Source: an optimization exercise on an open RTL-to-GDS flow (aim: small area). Production flows keep margins and buffers that such runs may drop.
RTL that was checked went through simulation tests only; none was proved equivalent to the original.
Power figures rest on the tool's default switching activity, not on a simulated workload.

==> trial 57 <==
==> flow/design.v <==
module CPUCore(
input clk,
input Reset,
output wire [15:0] mem_addr,
output wire        mem_we,
output wire [15:0] mem_wdata,
input  wire [15:0] mem_rdata
);
localparam S_INIT = 3'd0,   
           S_FTCH = 3'd1,   
           S_PRE  = 3'd2,   
           S_EXEC = 3'd3,   
           S_SHF  = 3'd4,   
           S_MSET = 3'd5,   
           S_CAP  = 3'd6,   
           S_REST = 3'd7;   
reg [3:0]   ph;
reg [2:0]   st;
reg [255:0] rf;
reg [127:0] sk;
reg [15:0]  A, D, IR;
reg [3:0]   idx;
reg         c, cp;
reg         fC, fL, fF, fZ, fN;
wire [3:0] op  = IR[15:12];
wire [3:0] rdi = IR[11:8];
wire [3:0] ext = IR[7:4];
wire [3:0] rsi = IR[3:0];
wire sInit = (st == S_INIT);
wire sFtch = (st == S_FTCH);
wire sPre  = (st == S_PRE);
wire sExec = (st == S_EXEC);
wire sShf  = (st == S_SHF);
wire sMset = (st == S_MSET);
wire sCap  = (st == S_CAP);
wire sRest = (st == S_REST);
wire ph0  = (ph == 4'd0);
wire ph1  = (ph == 4'd1);
wire ph15 = (ph == 4'd15);
wire isR    = (op == 4'h0) | (op == 4'h6) | (op == 4'h7) | (op == 4'hA) | (op == 4'hE);
wire isSH   = (op == 4'h8);
wire isMEM  = (op == 4'h4);
wire isB    = (op == 4'hC);
wire [3:0] f = isR ? ext : op;
wire knownR = (f[0] & ~(f[2] & f[1])) | (f == 4'b0010);
wire isALU  = isR ? knownR : ~(isMEM | isSH | isB);
wire isSHLR = isR & ~knownR;
wire fLOG  = (f[3:2] == 2'b00);
wire fSUBC = f[3] & ~f[2];            
wire fADDS = fSUBC | (f[3:2] == 2'b01);  
wire fCMP  = fSUBC & f[1];
wire fMOV  = f[3] & f[2] & ~f[1];
wire iLOAD  = isMEM & (ext == 4'h0);
wire iSTOR  = isMEM & (ext == 4'h4);
wire iJAL   = isMEM & (ext == 4'h8);
wire iJC    = isMEM & (ext == 4'hC);
wire iRET   = isMEM & (ext == 4'hF);
wire alu_we = isALU & ~(fCMP & ~op[2] & (op[3] ? op[0] : ~op[1]));   
wire shimm  = isSH & ~ext[2];
wire shr    = isSH & ext[0];
wire fast   = (isALU & ~fADDS) | (isSH & ext[2]);   
wire [15:0] rtap;
wire [7:0]  stap;
genvar g;
generate
  for (g = 0; g < 16; g = g + 1) begin : gr
    assign rtap[g] = rf[16*g];
  end
  for (g = 0; g < 8; g = g + 1) begin : gs
    assign stap[g] = sk[16*g];
  end
endgenerate
wire pa   = rtap[rdi];
wire ps   = rtap[rsi];
wire st_t = stap[0];    
reg cbase;
always @(*) begin
  case (rdi[3:1])
    3'd0: cbase = fZ;
    3'd1: cbase = fC;
    3'd2: cbase = fL;
    3'd3: cbase = fN;
    3'd4: cbase = fF;
    3'd5: cbase = fL | fZ;
    3'd6: cbase = fN | fZ;
    default: cbase = 1'b0;
  endcase
end
wire cond = cbase ^ rdi[0] ^ (rdi[3] & (rdi[2] | rdi[1]));
wire immraw = IR[ph[2:0]];
wire sext   = ~isR & fADDS;
wire immb   = ph[3] ? (sext & IR[7]) : immraw;
wire a    = pa;
wire b    = isR ? ps : immb;
wire bb   = b ^ fSUBC;
wire cin  = ph0 ? fSUBC : c;
wire axb  = a ^ bb;
wire sum  = axb ^ cin;
wire cout = (a & bb) | (cin & axb);
wire lxor = a ^ b;
wire land = a & b;
wire logic_out = f[1] ? (f[0] ? lxor : (lxor | land)) : land;
wire alu_out = fLOG ? logic_out :
               fADDS ? (sum & ~fCMP) :
               fMOV ? b :
               (ph[3] ? immraw : a);    
wire takenB = sExec & isB & cond;
wire offk   = ph[3] ? IR[7] : immraw;
wire brw    = ph0 | c;
wire pb     = takenB & (offk ^ brw);
wire pcin   = ph0 ? sFtch : cp;
wire pxa    = A[0] ^ pb;
wire pcsum  = pxa ^ pcin;
wire pcout  = (A[0] & pb) | (pcin & pxa);
wire [3:0] cnt  = IR[3:0];
wire       zero = isSHLR ? c : IR[3];
wire       cnz  = (cnt != 4'd0);
wire       shout = ~zero & (shr ? (~ph15 & D[1]) : (~ph0 & D[15]));
reg wen, wbit;
always @(*) begin
  wen = 1'b0; wbit = 1'b0;
  case (st)
    S_FTCH: begin wen = alu_we & ~fADDS; wbit = alu_out; end
    S_EXEC: begin wen = alu_we & (fADDS | ~(ph0 | ph1)); wbit = alu_out; end
    S_SHF:  begin wen = zero | cnz; wbit = shout; end
    S_MSET: begin wen = 1'b1; wbit = A[0]; end
    S_REST: begin wen = 1'b1; wbit = D[0]; end
    default: ;
  endcase
end
reg a_in;
always @(*) begin
  case (st)
    S_INIT: a_in = ph0;
    S_EXEC: begin
      if (iJAL | (iJC & cond)) a_in = ps;
      else if (iRET & (idx != 4'd0)) a_in = st_t;
      else a_in = pcsum;
    end
    S_MSET: a_in = ps;
    S_REST: a_in = pa;
    default: a_in = pcsum;
  endcase
end
reg d_in;
always @(*) begin
  case (st)
    S_PRE:         d_in = isSH ? pa : ps;
    S_MSET:        d_in = pa & iSTOR;
    S_SHF:         d_in = shr ? wbit : pa;
    S_CAP:         d_in = D[0];
    default:       d_in = A[15];
  endcase
end
wire [3:0] dlo, dhi;
generate
  for (g = 0; g < 4; g = g + 1) begin : gd
    assign dlo[g] = sInit | (wen & (rdi[1:0] == g));
    assign dhi[g] = sInit | (rdi[3:2] == g);
  end
endgenerate
wire wb = wbit & ~sInit;
wire push = sExec & iJAL & ~idx[3];
wire pop  = sExec & iRET & (idx != 4'd0);
integer r;
always @(posedge clk) begin
  for (r = 0; r < 16; r = r + 1)
    rf[16*r +: 16] <= {(dlo[r%4] & dhi[r/4]) ? wb : rf[16*r], rf[16*r+1 +: 15]};
  sk[15:0] <= {push ? A[0] : pop ? sk[16] : sk[0], sk[15:1]};
  for (r = 1; r < 7; r = r + 1)
    sk[16*r +: 16] <= {push ? sk[16*(r-1)] : pop ? sk[16*(r+1)] : sk[16*r], sk[16*r+1 +: 15]};
  sk[127:112] <= {push ? sk[96] : sk[112], sk[127:113]};
  A <= {a_in, A[15:1]};
  D <= {d_in, D[15:1]} | ({16{sCap & ph1}} & {mem_rdata[1:0], mem_rdata[15:2]});
  cp <= pcout;
  if ((sFtch | sInit) & ph1) IR <= mem_rdata;
  if (sPre & isSHLR & ph15) IR[3:0] <= D[4:1];
  if (sShf & ph15 & cnz) IR[3:0] <= cnt - 4'd1;
  if (sExec) c <= isB ? (brw & ~offk) : cout;
  else if (sPre) c <= (ph[3:2] != 2'b00) & (c | ps);
end
always @(posedge clk) begin
  if (~Reset) begin
    ph <= 4'd0; st <= S_INIT; idx <= 4'd0;
    fC <= 1'b0; fL <= 1'b0; fF <= 1'b0; fZ <= 1'b0; fN <= 1'b0;
  end else begin
    ph <= ph + 4'd1;
    if (sExec & isALU & fADDS) begin
      if (fCMP) begin
        fZ <= (ph0 | fZ) & ~sum;
        if (ph15) begin fN <= ~cout; fL <= sum; end
      end else if (ph15) begin
        fC <= cout ^ fSUBC;
        fF <= cin ^ cout;
      end
    end
    if (ph15) begin
      if (push) idx <= idx + 4'd1;
      if (pop) idx <= idx - 4'd1;
      case (st)
        S_INIT, S_FTCH: begin
          if (fast) st <= sInit ? S_EXEC : S_FTCH;
          else if (isSHLR | (shimm & shr)) st <= S_PRE;
          else if (shimm) st <= S_SHF;
          else if (iLOAD | iSTOR) st <= S_MSET;
          else st <= S_EXEC;
        end
        S_PRE:  st <= S_SHF;
        S_SHF:  if (zero | (cnt[3:1] == 3'd0)) st <= S_EXEC;
        S_MSET: st <= iLOAD ? S_CAP : S_REST;
        S_CAP:  st <= S_REST;
        default: st <= S_FTCH;
      endcase
    end
  end
end
wire f0 = sInit & ph0;
wire f8 = sFtch & ph1;
assign mem_we    = f8 | (sRest & ph0 & iSTOR);
assign mem_addr  = {f8 | (A[15] & ~f0), A[14:0] & ~{15{f0 | f8}}};
assign mem_wdata = D;
endmodule
==> flow/flow/run.sh <==
#!/bin/bash
# Standard layout, with the port buffers made from the smallest buffer cell
# and a clock tree of clkbuf_8 leaf clusters without dummy loads.
export BUFFER_PORTS_ARGS="-buffer_cell sky130_fd_sc_hd__buf_1"
export CTS_ARGS="-sink_clustering_enable -repair_clock_nets -buf_list sky130_fd_sc_hd__clkbuf_8 -sink_clustering_size 22 -sink_clustering_max_diameter 65 -dont_use_dummy_load"
bash standard.sh > standard.log 2>&1
==> flow/standard.sh <==
#!/bin/bash
# synth_recipe.tcl (not shown) runs the flow's synth.tcl, then flattens the netlist and writes it again
# the make line also repeats each setting of config.mk as NAME=value (left out here)
make -C /OpenROAD-flow-scripts/flow DESIGN_CONFIG=/design/flow/config.mk WORK_HOME=/design/flow/orfs CLKGATE_MAP_FILE= SYNTH_SCRIPT=/design/flow/synth_recipe.tcl "${@:-finish}"
==> flow/config.mk <==
export PLATFORM = sky130hd
export DESIGN_NAME = CPUCore
export DESIGN_NICKNAME = CPUCore
export VERILOG_FILES = /design/flow/design.v
export SDC_FILE = /design/flow/constraint.sdc
export NUM_CORES = 4
export LEC_CHECK = 0
export ABC_AREA = 1
export CAP_MARGIN = 20
export CORE_MARGIN = 2
export CORE_UTILIZATION = 60
export CTS_BUF_LIST = sky130_fd_sc_hd__clkbuf_8
export CTS_CLUSTER_DIAMETER = 65
export CTS_CLUSTER_SIZE = 22
export GPL_TIMING_DRIVEN = 0
export PLACE_DENSITY = 0.7
export SLEW_MARGIN = 20
==> flow/constraint.sdc <==
create_clock -name core_clock -period 10.0 [get_ports {clk}]
set_input_delay 2.0000 -clock core_clock [delete_from_list [all_inputs] [get_ports {clk}]]
set_output_delay 2.0000 -clock core_clock [all_outputs]
set_load 0.01 [all_outputs]
==> inputs of build 20, as changes to trial 57 <==
--- a/flow/design.v
+++ b/flow/design.v
@@ -60,3 +60,2 @@
 wire shr    = isSH & ext[0];
-wire fast   = (isALU & ~fADDS) | (isSH & ext[2]);   
 wire [15:0] rtap;
@@ -72,4 +71,4 @@
 endgenerate
-wire pa   = rtap[rdi];
-wire ps   = rtap[rsi];
+wire [3:0] pidx = (sPre & ~isSH) ? rsi : rdi;
+wire pt   = rtap[pidx];
 wire st_t = stap[0];    
@@ -92,4 +91,4 @@
 wire immb   = ph[3] ? (sext & IR[7]) : immraw;
-wire a    = pa;
-wire b    = isR ? ps : immb;
+wire a    = pt;
+wire b    = isR ? D[0] : immb;
 wire bb   = b ^ fSUBC;
@@ -107,6 +106,4 @@
 wire takenB = sExec & isB & cond;
-wire offk   = ph[3] ? IR[7] : immraw;
-wire brw    = ph0 | c;
-wire pb     = takenB & (offk ^ brw);
-wire pcin   = ph0 ? sFtch : cp;
+wire pb     = takenB & (ph[3] ? IR[7] : immraw);
+wire pcin   = ph0 ? ~takenB : cp;
 wire pxa    = A[0] ^ pb;
@@ -122,6 +119,5 @@
   case (st)
-    S_FTCH: begin wen = alu_we & ~fADDS; wbit = alu_out; end
-    S_EXEC: begin wen = alu_we & (fADDS | ~(ph0 | ph1)); wbit = alu_out; end
+    S_EXEC: begin wen = alu_we; wbit = alu_out; end
     S_SHF:  begin wen = zero | cnz; wbit = shout; end
-    S_MSET: begin wen = 1'b1; wbit = A[0]; end
+    S_MSET: begin wen = 1'b1; wbit = pcsum; end
     S_REST: begin wen = 1'b1; wbit = D[0]; end
@@ -133,5 +129,5 @@
   case (st)
-    S_INIT: a_in = ph0;
+    S_INIT: a_in = 1'b0;
     S_EXEC: begin
-      if (iJAL | (iJC & cond)) a_in = ps;
+      if (iJAL | (iJC & cond)) a_in = D[0];
       else if (iRET & (idx != 4'd0)) a_in = st_t;
@@ -139,5 +135,5 @@
     end
-    S_MSET: a_in = ps;
-    S_REST: a_in = pa;
-    default: a_in = pcsum;
+    S_MSET: a_in = D[0];
+    S_REST: a_in = pt;
+    default: a_in = A[0];
   endcase
@@ -147,5 +143,5 @@
   case (st)
-    S_PRE:         d_in = isSH ? pa : ps;
-    S_MSET:        d_in = pa & iSTOR;
-    S_SHF:         d_in = shr ? wbit : pa;
+    S_PRE:         d_in = pt;
+    S_MSET:        d_in = pt & iSTOR;
+    S_SHF:         d_in = shr ? wbit : pt;
     S_CAP:         d_in = D[0];
@@ -168,3 +164,3 @@
     rf[16*r +: 16] <= {(dlo[r%4] & dhi[r/4]) ? wb : rf[16*r], rf[16*r+1 +: 15]};
-  sk[15:0] <= {push ? A[0] : pop ? sk[16] : sk[0], sk[15:1]};
+  sk[15:0] <= {push ? pcsum : pop ? sk[16] : sk[0], sk[15:1]};
   for (r = 1; r < 7; r = r + 1)
@@ -178,4 +174,4 @@
   if (sShf & ph15 & cnz) IR[3:0] <= cnt - 4'd1;
-  if (sExec) c <= isB ? (brw & ~offk) : cout;
-  else if (sPre) c <= (ph[3:2] != 2'b00) & (c | ps);
+  if (sExec) c <= cout;
+  else if (sPre) c <= (ph[3:2] != 2'b00) & (c | pt);
 end
@@ -201,5 +197,8 @@
         S_INIT, S_FTCH: begin
-          if (fast) st <= sInit ? S_EXEC : S_FTCH;
-          else if (isSHLR | (shimm & shr)) st <= S_PRE;
+          if (isSHLR | (shimm & shr) | iLOAD | iSTOR | iJAL | iJC | (isR & isALU)) st <= S_PRE;
           else if (shimm) st <= S_SHF;
+          else st <= S_EXEC;
+        end
+        S_PRE: begin
+          if (isSHLR | shimm) st <= S_SHF;
           else if (iLOAD | iSTOR) st <= S_MSET;
@@ -207,3 +206,2 @@
         end
-        S_PRE:  st <= S_SHF;
         S_SHF:  if (zero | (cnt[3:1] == 3'd0)) st <= S_EXEC;
==> flow/flow/run.sh (replaced) <==
#!/bin/bash
# Standard layout, with the port buffers made from the smallest buffer cell
# and a clock tree of clkbuf_8 leaf clusters without dummy loads.
export BUFFER_PORTS_ARGS="-buffer_cell sky130_fd_sc_hd__buf_1"
export CTS_ARGS="-sink_clustering_enable -repair_clock_nets -buf_list sky130_fd_sc_hd__clkbuf_16 -sink_clustering_size 36 -sink_clustering_max_diameter 50 -dont_use_dummy_load"
bash standard.sh > standard.log 2>&1
CTS_CLUSTER_DIAMETER = 50   (was 65)
CTS_CLUSTER_SIZE = 20   (was 22)
GPL_TIMING_DRIVEN = default   (was 0)
==> qor summary <==
| item | build 20 | trial 57 |
|---|---|---|
| Syn avg cell area | 12.0 um^2 | 11.3 um^2 |
| Status | complete, no violations | complete, no violations |
| Multi-input gates | 438 | 499 |
| Worst slack at placement | 5.87 ns | 4.79 ns |
| Post-layout instance count excluding filler cells | 1,328 | 1,418 |
| Die X | 145 um | 146 um |
| Cells after Synth | 991 | 1,073 |
| Clock slew at the register clock pins of the worst setup and hold paths | 0.10 ns | 0.12 ns |
| Net count reported at finish | 1,097 | 1,183 |
| Die outline area | 21,000 um^2 | 21,400 um^2 |
| Sequential share of the synthesized area | 76.9% | 75.5% |
| Actual slew at the worst max-slew pin | 0.724 ns | 0.690 ns |
| Worst-case vdd ir drop | 0.168 mV | 0.162 mV |
| Post-synthesis share of cell area spent on full adders, half adders and majority gates | 1.66% | 1.73% |
| Final min period | 4.34 ns | 5.40 ns |
| Count of input and output buffers | 50 | 49 |
| WL final | 19,200 um | 19,400 um |
| Post-route worst setup slack | 5.66 ns | 4.60 ns |
| WL met1 | 9610 um | 9840 um |
| Endpoint with the worst hold slack | sk[103]$_DFF_P_ | sk[6]$_DFF_P_ |
| Area of the multi-input gates | 2360 um^2 | 2500 um^2 |
| Multi-input logic portion of the cell area | 18.0% | 19.2% |
| Final total power | 2.93 mW | 2.72 mW |
| Total power density per cell area | 222 nW/um^2 | 208 nW/um^2 |
| WP depth | 8 | 10 |
No functional check of the RTL was part of build 20.

==> re-timing with driven ports <==
No port has a modelled driver above. Below, the same layouts with a new extraction and two added sets of constraints.
Step 1, drivers: a clkbuf_16 drives clk and a buf_2 each remaining input, both assumed.
Step 2 adds t to the input delays and takes it off the output delays; t is the mean of the earliest and latest rising clock arrival at the registers after step 1. Input paths then give back, and output paths get back, about the clock's delay inside the block.
Slacks: ideal ports / drivers / drivers and shift; pairs: ideal ports / drivers.
run | t, ns | setup slack, ns | latest minus earliest clock arrival (ns) | pins driven straight from the clock port
trial 57 | 0.595 | 4.596 / 4.556 / 5.150 | 0.038 / 0.039 | 1
build 20 | 0.575 | 5.659 / 5.614 / 6.188 | 0.057 / 0.057 | 1
After both steps every run listed still meets setup and hold.
